Source: an optimization exercise on an open RTL-to-GDS flow (aim: small area). Production flows keep margins and buffers that such runs may drop. Only simulation tests tie the RTL to the original design; equivalence was not proved. No activity file was given, so power comes from the tool's default toggle rates.

== trial 54 ==
==> flow/design.v (excerpt) <==
module stopwatch(clk, rst, key_reset, key_start_pause, key_display_stop,
 hex0, hex1, hex2, hex3, hex4, hex5, hex6, hex7,
 led0, led1, led2);
Size: roughly 72 flip-flops.
==> flow/config.mk <==
export PLATFORM = sky130hd
export DESIGN_NAME = stopwatch
export DESIGN_NICKNAME = stopwatch
export VERILOG_FILES = /design/flow/design.v
export SDC_FILE = /design/flow/constraint.sdc
export NUM_CORES = 8
export LEC_CHECK = 0
export ABC_AREA = 1
export CAP_MARGIN = 20
export CORE_MARGIN = 2
export CORE_UTILIZATION = 40
export SLEW_MARGIN = 20
==> flow/constraint.sdc <==
create_clock -name core_clock -period 10.0 [get_ports {clk}]
set_input_delay 2.0000 -clock core_clock [delete_from_list [all_inputs] [get_ports {clk}]]
set_output_delay 2.0000 -clock core_clock [all_outputs]
set_load 0.01 [all_outputs]
standard.sh (not shown) runs the stock make flow with config.mk's settings and CLKGATE_MAP_FILE= SYNTH_SCRIPT=/design/flow/synth_recipe.tcl, a recipe that flattens the netlist after the stock synthesis.
==> flow/flow/run.sh <==
#!/bin/bash
# Own layout flow: the standard ORFS flow (standard.sh) with these changes
#  - synthesis: the standard flow's synthesis script, but ABC maps for area only (no gate
#    up-sizing or buffering for an assumed load; timing at 10 ns has ample slack)
#    and no half-adder cells are extracted before ABC
#  - port buffers: sky130_fd_sc_hd__buf_1 instead of the resizer's default pick
#  - clock tree: clkbuf_4 buffers and no dummy loads
# Each tool's output goes to the ORFS logs under orfs/logs; make's own output
# goes to flow_make.log.
set -euo pipefail
W=$(pwd)
export BUFFER_PORTS_ARGS="-buffer_cell sky130_fd_sc_hd__buf_1"
export CTS_ARGS="-sink_clustering_enable -repair_clock_nets -buf_list sky130_fd_sc_hd__clkbuf_4 -dont_use_dummy_load -sink_clustering_size 8"
export OWN_ABC_SCRIPT="$W/flow/abc_area_only.script"
export OWN_WORK="$W"
# no half/full adder extraction before ABC: ABC maps that logic as well
export ADDER_MAP_FILE=
sed "s#SYNTH_SCRIPT=[^ ]*#SYNTH_SCRIPT=$W/flow/synth.tcl#" standard.sh > own_standard.sh
grep -q "SYNTH_SCRIPT=$W/flow/synth.tcl" own_standard.sh
bash own_standard.sh > flow_make.log 2>&1
==> flow/flow/abc_area_only.script <==
strash
dch -f
amap
topo
==> flow/flow/synth.tcl <==
# The standard flow's synthesis script (synth_recipe.tcl), with ABC's script replaced.
proc abc {args} {
  set i [lsearch -exact $args -script]
  if { $i >= 0 } {
    lset args [expr { $i + 1 }] $::env(OWN_ABC_SCRIPT)
  }
  yosys abc {*}$args
}
source $::env(OWN_WORK)/synth_recipe.tcl
### trial 54 -> trial 77
diff --git a/flow/design.v b/flow/design.v
--- a/flow/design.v
+++ b/flow/design.v
@@ -8,42 +8,55 @@
 	wire [3:0] ph_n;
 	assign ph_n[0] = (~ph[3] & ph[0]) | (~ph[2] & ~ph[1] & ph[0]) | (ph[3] & ph[1] & ~ph[0]);
 	assign ph_n[1] = (~ph[0]);
 	assign ph_n[2] = (~ph[1]);
 	assign ph_n[3] = (~ph[2]);
 	wire smp = (ph[3] & ~ph[1] & ~ph[0]);
 	wire ph2 = (~ph[3] & ph[0]);
 	wire ph3 = (~ph[2] & ~ph[1] & ph[0]);
 	always @(posedge clk)
 		if (rst) ph <= 4'b0000;
 		else ph <= ph_n;
-	reg s_s, s_d, s_r;
-	reg p_s, p_d, p_r;
-	always @(posedge clk)
-		if (rst) begin
-			s_s <= 1'b0; s_d <= 1'b0; s_r <= 1'b0;
-			p_s <= 1'b0; p_d <= 1'b0; p_r <= 1'b0;
-		end else if (smp) begin
-			s_s <= key_start_pause; s_d <= key_display_stop; s_r <= key_reset;
-			p_s <= s_s & ~key_start_pause;
-			p_d <= s_d & ~key_display_stop;
-			p_r <= s_r & ~key_reset;
-		end
-	reg frz, run;
-	always @(posedge clk)
-		if (rst) begin
-			frz <= 1'b0; run <= 1'b0;
-		end else begin
-			if (ph2) frz <= frz ^ p_d;
-			if (ph3) run <= run ^ p_s;
-		end
+	reg s_s;
+	reg s_d;
+	reg s_r;
+	reg p_s;
+	reg p_d;
+	reg p_r;
+	reg frz;
+	reg run_n;
+	wire run = ~run_n;
+	always @(posedge clk)
+		if (rst) s_s <= 1'b0;
+		else if (smp) s_s <= key_start_pause;
+	always @(posedge clk)
+		if (rst) s_d <= 1'b0;
+		else if (smp) s_d <= key_display_stop;
+	always @(posedge clk)
+		if (rst) s_r <= 1'b0;
+		else if (smp) s_r <= key_reset;
+	always @(posedge clk)
+		if (rst) p_s <= 1'b0;
+		else if (smp) p_s <= s_s & ~key_start_pause;
+	always @(posedge clk)
+		if (rst) p_d <= 1'b0;
+		else if (smp) p_d <= s_d & ~key_display_stop;
+	always @(posedge clk)
+		if (rst) p_r <= 1'b0;
+		else if (smp) p_r <= s_r & ~key_reset;
+	always @(posedge clk)
+		if (rst) frz <= 1'b0;
+		else if (ph2) frz <= frz ^ p_d;
+	always @(posedge clk)
+		if (rst) run_n <= 1'b1;
+		else if (ph3) run_n <= ~(run ^ p_s);
 	wire clr = ph3 & p_r & ~run;
 	reg [1:0] pre;
 	wire [1:0] pre_n;
 	assign pre_n[0] = (~pre[1] & ~pre[0]);
 	assign pre_n[1] = (pre[0]);
 	always @(posedge clk)
 		if (rst) pre <= 2'b00;
 		else if (run) pre <= pre_n;
 	wire e0 = run & ((pre[1]));
 	wire z = rst | clr;
 	wire hold = frz & ~rst;
==> comparison <==
Trial 77 and trial 54 ended up with nearly the same final instance area. Compared trial 77 against trial 54; clock network power within noise. On standard cell area after detailed placement, trial 77 and trial 54 are basically level. Taking trial 54 as the reference, in trial 77 die area shows no meaningful change; fmax shows an increase of 14 MHz. Compared with trial 54, trial 77 shows a higher final critical-path setup slack. Trial 77: slew of the pin with the lowest slew margin 0.023 ns below trial 54. Trial 54 has a lower net count of the mapped netlist than trial 77. Trial 77 against trial 54; first-iteration DRC count is up by more than half. Re portion of the clock cycle consumed by the worst path in the final layout: trial 77 is 6.1 points down on trial 54.

port drivers added, routing unchanged:
The flow's constraints put no driver on any port. The routed layouts listed below were extracted and timed again, unchanged, in two steps. Step 1: set_driving_cell puts a clkbuf_16 on clk and a buf_2 on each other input, an assumption about the parent block. Step 2 times the ports against the registers' clock, not the clock port: input delays grow and output delays shrink by t, the midpoint of the rising clock arrivals with the driver on. Slacks: ideal ports / drivers / drivers and shift; pairs: ideal ports / drivers.
run | t, ns | slack for setup (ns) | worst setup path at the end | worst register clock-pin slew, ns
trial 54 | 0.409 | 3.199 / 3.199 / 3.199 | register to register | 0.11 / 0.11
trial 77 | 0.413 | 3.807 / 3.807 / 3.807 | register to register | 0.11 / 0.11
After both steps setup and hold are still met in every run listed.
